Context: an optimization exercise on an open-source flow, tuned for small area and a short achievable clock period. The choices shown serve that exercise and are no tape-out recipe.
The RTL was checked by simulation tests, not by an equivalence proof against the original design.
Power is estimated from default activity; no workload was simulated.

==> run A: inputs <==
// rv32i_datapath
module rv32i_datapath(
  input  logic        i_clk,
  input  logic        i_rst_n,     
  input  logic [31:0] i_instr,
  input  logic [31:0] i_pc,
  input  logic [31:0] i_ld_data,
  input  logic        i_rd_wren,
  input  logic        i_opa_sel,   
  input  logic        i_opb_sel,   
  input  logic [ 3:0] i_alu_op,
  input  logic        i_br_un,
  input  logic        i_wb_sel,    
  output logic [31:0] o_alu_data,
  output logic [31:0] o_rs2_data,
  output logic        o_br_less,
  output logic        o_br_equal
);
export LEC_CHECK = 0
export CAP_MARGIN = 20
export CORE_MARGIN = 2
export CORE_UTILIZATION = 55
export PLACE_DENSITY = 0.65
export SLEW_MARGIN = 20
export SYNTH_HIERARCHICAL = 1
export SYNTH_MINIMUM_KEEP_SIZE = 0
create_clock -name core_clock -period 32.0 [get_ports {i_clk}]
standard.sh (not shown) runs the stock make flow with config.mk's settings and CLKGATE_MAP_FILE= SYNTH_SCRIPT=/design/flow/synth_recipe.tcl, a recipe that flattens the netlist after the stock synthesis.
==> flow/flow/run.sh <==
#!/bin/bash
# Standard ORFS layout with: synthesis's sized-up gates set back to their
# smallest size before floorplan (downsize.tcl), plain buffers on the ports,
# a clock tree without dummy loads and with larger sink clusters, and a
# setup margin that makes repair_timing work on the slowest paths.
set -euo pipefail
bash standard.sh \
  "PRE_FLOORPLAN_TCL=$PWD/flow/downsize.tcl" \
  "CTS_ARGS=-sink_clustering_enable -repair_clock_nets -dont_use_dummy_load -sink_clustering_size 24 -sink_clustering_max_diameter 70" \
  "BUFFER_PORTS_ARGS=-buffer_cell sky130_fd_sc_hd__buf_1" \
  SETUP_SLACK_MARGIN=14 \
  finish > flow_make.log 2>&1
Other scripts of this flow, unchanged in this note and not shown: flow/flow/downsize.tcl
==> inputs of run K, as changes to run A <==
CORE_UTILIZATION = 62   (was 55)
PLACE_DENSITY = 0.72   (was 0.65)
==> results.txt <==
metric	run K	run A
Min Clock Period, post-route	18.12 ns	18.14 ns
Share of the final layout cell area in sequential cells	58.67%	58.29%
Total power of the final layout	2.813 mW	2.809 mW
Met1 wire length	59.14 mm	65.03 mm
Critical-path cell with the highest stage delay	sky130_fd_sc_hd__nand4_1	sky130_fd_sc_hd__a222oi_1
Status	complete, no violations	complete, no violations
Initial antenna violation count	8	6
Worst slew margin relative to its limit	27.04%	19.55%
Largest stage delay, worst path	0.58 ns	0.71 ns
Dpl hpwl	119.9 mm	126.6 mm
Global-route wire length before repair	255.5 mm	261.3 mm
Number of placed cells counting well taps	4394	4586
Worst EP arrival	11.72 ns	11.74 ns
Die boundary height	278.9 um	295.9 um
Logic power comb	576 uW	590 uW
Placed cell area	0.04987 mm^2	0.05030 mm^2
Gate power share	20.5%	21.0%
Transition time at the pin with the least slew margin	1.086 ns	1.204 ns
Final RePlAce weighted congestion	1.027	1.068

---

==> inputs of job 3793 <==
rv32i_datapath, a different RTL version from the one above (not shown whole).
Settings: LEC_CHECK=0, CAP_MARGIN=20, CORE_MARGIN=2, CORE_UTILIZATION=55, PLACE_DENSITY=0.65, SLEW_MARGIN=20, SYNTH_HIERARCHICAL=1, SYNTH_MINIMUM_KEEP_SIZE=0; clock period 32.0 ns.
==> flow/flow/run.sh <==
#!/bin/bash
# Standard ORFS layout with: synthesis's sized-up gates set back to their
# smallest size before floorplan (downsize.tcl), plain buffers on the ports,
# a clock tree without dummy loads and with larger sink clusters, and a
# setup margin that makes repair_timing work on the slowest paths.
set -euo pipefail
bash standard.sh \
  "PRE_FLOORPLAN_TCL=$PWD/flow/downsize.tcl" \
  "CTS_ARGS=-sink_clustering_enable -repair_clock_nets -dont_use_dummy_load -sink_clustering_size 24 -sink_clustering_max_diameter 70" \
  "BUFFER_PORTS_ARGS=-buffer_cell sky130_fd_sc_hd__buf_1" \
  SETUP_SLACK_MARGIN=14.5 \
  finish > flow_make.log 2>&1
Other scripts of this flow, unchanged in this note and not shown: flow/flow/downsize.tcl
==> job 831: changes against job 3793 <==
--- a/flow/flow/run.sh
+++ b/flow/flow/run.sh
@@ -9,4 +9,4 @@
   "CTS_ARGS=-sink_clustering_enable -repair_clock_nets -dont_use_dummy_load -sink_clustering_size 24 -sink_clustering_max_diameter 70" \
   "BUFFER_PORTS_ARGS=-buffer_cell sky130_fd_sc_hd__buf_1" \
-  SETUP_SLACK_MARGIN=14.5 \
+  SETUP_SLACK_MARGIN=14.8 \
   finish > flow_make.log 2>&1
==> job 8396: changes against job 3793 <==
--- a/flow/config.mk
+++ b/flow/config.mk
@@ -8,6 +8,6 @@
 export CAP_MARGIN = 20
 export CORE_MARGIN = 2
-export CORE_UTILIZATION = 55
-export PLACE_DENSITY = 0.65
+export CORE_UTILIZATION = 62
+export PLACE_DENSITY = 0.72
 export SLEW_MARGIN = 20
 export SYNTH_HIERARCHICAL = 1
==> comparison table <==
metric                                                              job 831               job 8396               job 3793
Worst hold start                                      valid[25]$_DFFE_PN0P_  valid[19]$_DFFE_PN0P_  valid[25]$_DFFE_PN0P_
Detailed Place HPWL                                                  127 mm                 120 mm                 127 mm
Tapcells                                                               1144                    969                   1144
DRT Pass-1 Iters                                                         14                     12                     14
Count of clock-net buffers in the final layout                           51                     50                     51
Psw                                                                  889 uW                 827 uW                 847 uW
Placeable core region                                            84900 um^2             74700 um^2             84900 um^2
Clock-pin slew on the worst setup and hold paths                    0.08 ns                0.09 ns                0.08 ns
Total number of vias                                                  39411                  38727                  38214
Routed wire per std cell                                            42.5 um                40.9 um                41.2 um
Stage delay of the slowest cell on the critical path                0.51 ns                0.63 ns                0.65 ns
Chip Width                                                           296 um                 279 um                 296 um
Reg-to-reg endpoint                                       mem[96]$_DFFE_PP_     mem[821]$_DFFE_PP_      mem[96]$_DFFE_PP_
Met1 Resource Use GR                                                  55.9%                  59.2%                  55.7%
Capture point of the worst path                               o_alu_data[0]         o_alu_data[21]          o_alu_data[0]
Switching fraction of total power                                     30.2%                  29.3%                  29.8%
Result of the run                          no timing/DRC/antenna violations  no timing/DRC/antenna violations  no timing/DRC/antenna violations
Leakage power                                                       18.7 nW                17.6 nW                17.7 nW

-- re-timing with driven ports --
The results above use ideal ports. As a check the final layouts listed here were re-extracted and re-timed, cells and wires unchanged.
Step 1, drivers: a clkbuf_16 drives i_clk and a buf_2 each remaining input, both assumed.
Step 2 times the ports against the registers' clock, not the clock port: input delays grow and output delays shrink by t, the midpoint of the rising clock arrivals with the driver on.
Slacks: ideal ports / drivers / drivers and shift; pairs: ideal ports / drivers.
| run | t, ns | setup WS [ns] | hold slack, ns | worst setup path after step 2 | clock arrival spread, ns |
|---|---|---|---|---|---|
| run A | 0.682 | 13.861 / 13.829 / 13.829 | 0.481 / 0.481 / 0.481 | input to output | 0.114 / 0.114 |
| run K | 0.709 | 13.883 / 13.861 / 13.861 | 0.493 / 0.493 / 0.493 | input to output | 0.129 / 0.129 |
| job 3793 | 0.685 | 14.387 / 14.334 / 14.334 | 0.491 / 0.491 / 0.491 | input to output | 0.117 / 0.118 |
| job 831 | 0.686 | 14.512 / 14.462 / 14.462 | 0.493 / 0.493 / 0.493 | input to output | 0.113 / 0.113 |
| job 8396 | 0.703 | 14.330 / 14.299 / 14.299 | 0.488 / 0.488 / 0.488 | input to output | 0.104 / 0.104 |
After both steps every run listed still meets setup and hold. For job 3793, which loses most, drivers alone change the setup slack by -0.053 ns; drivers and shift together by -0.053 ns.
